This design comes from an exercise in tuning for small area on the open sky130 flow, not from production work. Only simulation tests tie the RTL to the original design; equivalence was not proved. Power is estimated from default activity; no workload was simulated.

==> inputs of run H <==
==> flow/design.v (excerpt) <==
module test_lcd_ctrl(
    input wire clk, input wire rst, output wire redled, output wire dbg_l2, output wire dbg_l3, output wire dbg_l4,
    input wire pSetButton, input wire pAlarmButton, input wire pTimerToggle0, input wire pTimerToggle1,
    input wire pButton0, input wire pButton1, input wire pButton2,
    output wire RS, output wire E, output wire RW,
    output wire LCD_DB0,
    output wire LCD_DB1,
    output wire LCD_DB2,
    output wire LCD_DB3,
    output wire LCD_DB4,
    output wire LCD_DB5,
    output wire LCD_DB6,
    output wire LCD_DB7,
    output wire buzzer
);
==> flow/config.mk <==
export PLATFORM = sky130hd
export DESIGN_NAME = test_lcd_ctrl
export DESIGN_NICKNAME = test_lcd_ctrl
export VERILOG_FILES = /design/flow/design.v
export SDC_FILE = /design/flow/constraint.sdc
export NUM_CORES = 4
export LEC_CHECK = 0
export ABC_AREA = 1
export CAP_MARGIN = 10
export CORE_MARGIN = 2
export CORE_UTILIZATION = 65
export SLEW_MARGIN = 10
==> flow/constraint.sdc <==
create_clock -name core_clock -period 10.0 [get_ports {clk}]
set_input_delay 2.0000 -clock core_clock [delete_from_list [all_inputs] [get_ports {clk}]]
set_output_delay 2.0000 -clock core_clock [all_outputs]
set_load 0.01 [all_outputs]
standard.sh (not shown) runs the stock make flow with config.mk's settings and CLKGATE_MAP_FILE= SYNTH_SCRIPT=/design/flow/synth_recipe.tcl, a recipe that flattens the netlist after the stock synthesis.
==> flow/flow/run.sh <==
#!/bin/bash
# Layout flow: the standard synthesis, then the combinational logic between
# the flip-flops re-mapped by ABC for area (flip-flops, their names and cells
# untouched; the result is proved equivalent before it is used), then the
# standard floorplan, placement, CTS (without dummy loads), routing and finish.
# Each tool's output goes to a log file of its own in this folder.
set -euo pipefail
W=$(pwd)
F=$W/flow
R=$W/orfs/results/${FLOW_PLATFORM}/test_lcd_ctrl/base
LIB=$FLOW_HOME/platforms/${FLOW_PLATFORM}/lib/sky130_fd_sc_hd__tt_025C_1v80.lib
YOSYS=$FLOW_HOME/../tools/install/yosys/bin/yosys
[[ -x $YOSYS ]] || YOSYS=$(command -v yosys)

bash standard.sh synth > $W/log_1_standard_synth.txt 2>&1

cp $R/1_2_yosys.v $W/synth_std.v
DU=""
for c in $(grep -oE "sky130_fd_sc_hd__(probe|lpflow)[a-z0-9_]*" $FLOW_HOME/platforms/${FLOW_PLATFORM}/config.mk | sort -u); do
  DU="$DU -dont_use $c"
done
echo "module sky130_fd_sc_hd__dfxtp_1(input CLK, input D, output Q); endmodule" > $W/ff_stub.v
cat > $W/resyn1.ys <<EOS
read_liberty -ignore_miss_func $LIB
read_verilog $W/synth_std.v
delete sky130_fd_sc_hd__dfxtp_1
read_verilog -lib $W/ff_stub.v
hierarchy -top $FLOW_TOP
flatten
opt -purge
abc -liberty $LIB $DU -script +strash;dc2;&get,-n;&deepsyn,-T,180;&put;dch,-f;&get,-n;&nf,-R,1000;&put;
opt_clean -purge
write_verilog -noattr -nohex -nodec $W/resyn_mid.v
EOS
cat > $W/resyn2.ys <<EOS
read_liberty -lib $LIB
read_verilog $W/resyn_mid.v
hierarchy -top $FLOW_TOP
splitnets
opt_clean -purge
hilomap -singleton -hicell sky130_fd_sc_hd__conb_1 HI -locell sky130_fd_sc_hd__conb_1 LO
insbuf -buf sky130_fd_sc_hd__buf_2 A X
check -assert -mapped
tee -o $W/resyn_stat.txt stat -liberty $LIB
write_verilog -noattr -nohex -nodec $W/synth_resyn.v
EOS
cat > $W/equiv.ys <<EOS
read_liberty -ignore_miss_func $LIB
read_verilog $W/std_cut.v
rename $FLOW_TOP gold
read_verilog $W/resyn_cut.v
rename $FLOW_TOP gate
hierarchy -check
flatten gold gate
opt_clean gold gate
miter -equiv -flatten -make_assert gold gate miter
hierarchy -top miter
sat -verify -prove-asserts miter
EOS
use=0
if $YOSYS -q $W/resyn1.ys > $W/log_2_resyn1.txt 2>&1 \
   && $YOSYS -q $W/resyn2.ys > $W/log_3_resyn2.txt 2>&1 \
   && python3 $F/cutff.py $W/synth_std.v $W/std_cut.v $W/ff_std.txt > $W/log_4_cut.txt 2>&1 \
   && python3 $F/cutff.py $W/synth_resyn.v $W/resyn_cut.v $W/ff_resyn.txt >> $W/log_4_cut.txt 2>&1 \
   && cmp -s $W/ff_std.txt $W/ff_resyn.txt \
   && [[ $(grep -c "sky130_fd_sc_hd__df" $W/synth_std.v) == $(grep -c "sky130_fd_sc_hd__df" $W/synth_resyn.v) ]] \
   && $YOSYS -q $W/equiv.ys > $W/log_5_equiv.txt 2>&1; then
  use=1
fi
echo "resynthesised netlist used: $use" | tee $W/log_6_choice.txt
if [[ $use == 1 ]]; then
  cp $W/synth_resyn.v $R/1_2_yosys.v
  rm -f $R/1_synth.odb $R/1_synth.sdc
fi

# CTS without dummy loads; the clustering settings are in cts_args.txt
export CTS_ARGS="$(cat $F/cts_args.txt)"
# every port still gets its own buffer, the smallest one
export BUFFER_PORTS_ARGS="-buffer_cell sky130_fd_sc_hd__buf_1"
bash standard.sh finish > $W/log_7_standard_finish.txt 2>&1
Other scripts of this flow, unchanged in this note and not shown: flow/flow/cts_args.txt, flow/flow/cutff.py
==> run F (differences from run H) <==
--- a/flow/design.v
+++ b/flow/design.v
@@ -146,15 +146,15 @@
                         end else th2 <= th2 - 1'b1;
                     end
                 end
             end
         end
     end
     wire norm = (cm == 2'd0) && (tm == 2'd0);
-    wire use_tmr = (tm == 2'd1) || (tm == 2'd2);
+    wire use_tmr = |tm;
     wire [7:0] h24 = use_tmr ? {2'b00, th1, th2} : (cm == 2'd2) ? {2'b00, as_h1, as_h2} : hr;
     wire [7:0] mm = use_tmr ? {1'b0, tm1, tm2} : (cm == 2'd2) ? {1'b0, as_m1, as_m2} : {1'b0, mi1, mi2};
     wire [7:0] ss = use_tmr ? {1'b0, ts1, ts2} : (cm == 2'd2) ? {1'b0, as_s1, as_s2} : {1'b0, se1, se2};
     wire am_pm = (hr > 8'h11) && norm;
     wire [5:0] hsub = hr[5:0] - ((hr[5:1] == 5'b10000) ? 6'h18 : 6'h12);
     wire [5:0] h12 = ((hr == 8'h00) || (hr == 8'h12)) ? 6'h12 : (am_pm ? hsub : hr[5:0]);
     wire [7:0] hh = (t12 && norm) ? {2'b00, h12} : h24;
@@ -249,15 +249,15 @@
     reg [4:0] wcnt;
     reg ln;
     reg [3:0] pos;
     reg cmdf;
     reg sub, ib;
     reg rE, rRS;
     reg [7:0] rDB;
-    wire intr = (wcnt == 5'd0);
+    wire intr = (wcnt == 5'd1);
     wire [4:0] lp = {ln, pos};
     reg [8:0] ient;
     always @(*) begin
         case (lp)
             5'd0: ient = 9'h038;
             5'd1: ient = 9'h00c;
             5'd2: ient = 9'h006;
@@ -354,37 +354,37 @@
                 4'd8: chr = (scr == 3'd3) ? 8'h6d : (scr == 3'd4) ? 8'h72 : 8'h20;
                 default: chr = 8'h20;
             endcase
         end
     end
     always @(posedge clk) begin
         if (rst) begin
-            wcnt <= 5'd22; ln <= 0; pos <= 0; cmdf <= 0; sub <= 0; ib <= 0;
+            wcnt <= 5'd25; ln <= 0; pos <= 0; cmdf <= 0; sub <= 0; ib <= 0;
             rE <= 0; rRS <= 0; rDB <= 0;
         end else begin
             if (intr) begin
                 sub <= ~sub;
                 if (!ib) begin
                     if (sub && lp == 5'd20) begin
-                        ib <= 1; ln <= 0; pos <= 0; cmdf <= 1; wcnt <= 5'd21;
+                        ib <= 1; ln <= 0; pos <= 0; cmdf <= 1; wcnt <= 5'd19;
                     end else begin
                         if (sub) {ln, pos} <= lp + 1'b1;
-                        wcnt <= 5'd22;
+                        wcnt <= 5'd25;
                     end
                 end else begin
                     if (sub) begin
                         if (cmdf) cmdf <= 0;
                         else begin
                             {ln, pos} <= lp + 1'b1;
                             if (pos == 4'd15) cmdf <= 1;
                         end
                     end
-                    wcnt <= rRS ? 5'd9 : 5'd21;
+                    wcnt <= rRS ? 5'd23 : 5'd19;
                 end
-            end else wcnt <= wcnt - 1'b1;
+            end else wcnt <= {wcnt[3:0], wcnt[4] ^ wcnt[2]};
             if (sub) rE <= 0;
             else begin
                 rE <= 1;
                 {rRS, rDB} <= !ib ? ient : cmdf ? {2'b01, ln, 6'd0} : {1'b1, chr};
             end
         end
     end
CORE_UTILIZATION = 75   (was 65)
==> qor summary <==
Outcome: run H finished clean; run F finished clean
Width of the die: run H 134 µm; run F 125 µm
Destination of the critical timing path: run H th1[1]; run F hr[5]
Post-Route Utilization: run H 70.7%; run F 80.5%
Worst slack, placed: run H 4860 ps; run F 5090 ps
Tap cells: run H 220; run F 184
Starting utilization of the core area: run H 66.4%; run F 76.0%
Syn Std Cell Area: run H 11000 µm²; run F 11000 µm²
Met3 wire length: run H 2.11 mm; run F 2.76 mm
Placer's final routability congestion estimate: run H 0.983; run F 1.01
Final clock period utilization by the worst path: run H 48.5%; run F 49.5%
Via count of the first global-routing pass: run H 9574; run F 10100
Switching power as a share of total power: run H 24.0%; run F 24.8%
Largest net degree at the start of global routing: run H 43; run F 36
Clock transition time at the flip-flop clock pins of the worst setup and hold paths: run H 100 ps; run F 110 ps
Largest stage delay on the critical path: run H 630 ps; run F 650 ps
Inverters: run H 26; run F 24
Fraction of power consumed by sequential logic: run H 63.6%; run F 63.8%
Share of the final layout cell area in multi-input gates: run H 53.2%; run F 53.2%
Detailed-routing wirelength on met1: run H 13.2 mm; run F 12.4 mm
Placed wire-length estimate after detailed placement: run H 22.7 mm; run F 22.3 mm
Share of power burned in combinational logic: run H 5.2%; run F 5.9%
Multi-input logic cell count: run H 1105; run F 1078

what the ideal ports hide:
No port has a modelled driver above. Below, the same layouts with a new extraction and two added sets of constraints. Step 1 sets driving cells, clkbuf_16 on the clock port and buf_2 on the other inputs (assumed; they add their load-dependent delay and slew). Step 2 adds t to the input delays and takes it off the output delays; t is the mean of the earliest and latest rising clock arrival at the registers after step 1. Input paths then give back, and output paths get back, about the clock's delay inside the block. a / b / c = no drivers / after step 1 / after step 2; a / b = the first two.
run | t, ns | setup WS [ns] | hold slack, ns | clock arrival spread, ns | worst register clock-pin slew, ns
run H | 0.564 | 5.149 / 5.149 / 4.777 | 0.438 / 0.438 / 0.438 | 0.050 / 0.050 | 0.11 / 0.11
run F | 0.562 | 5.052 / 5.052 / 5.007 | 0.438 / 0.438 / 0.438 | 0.049 / 0.049 | 0.11 / 0.11
After both steps setup and hold are still met in every run listed. For run H, which loses most, drivers alone change the setup slack by 0.000 ns; drivers and shift together by -0.372 ns.
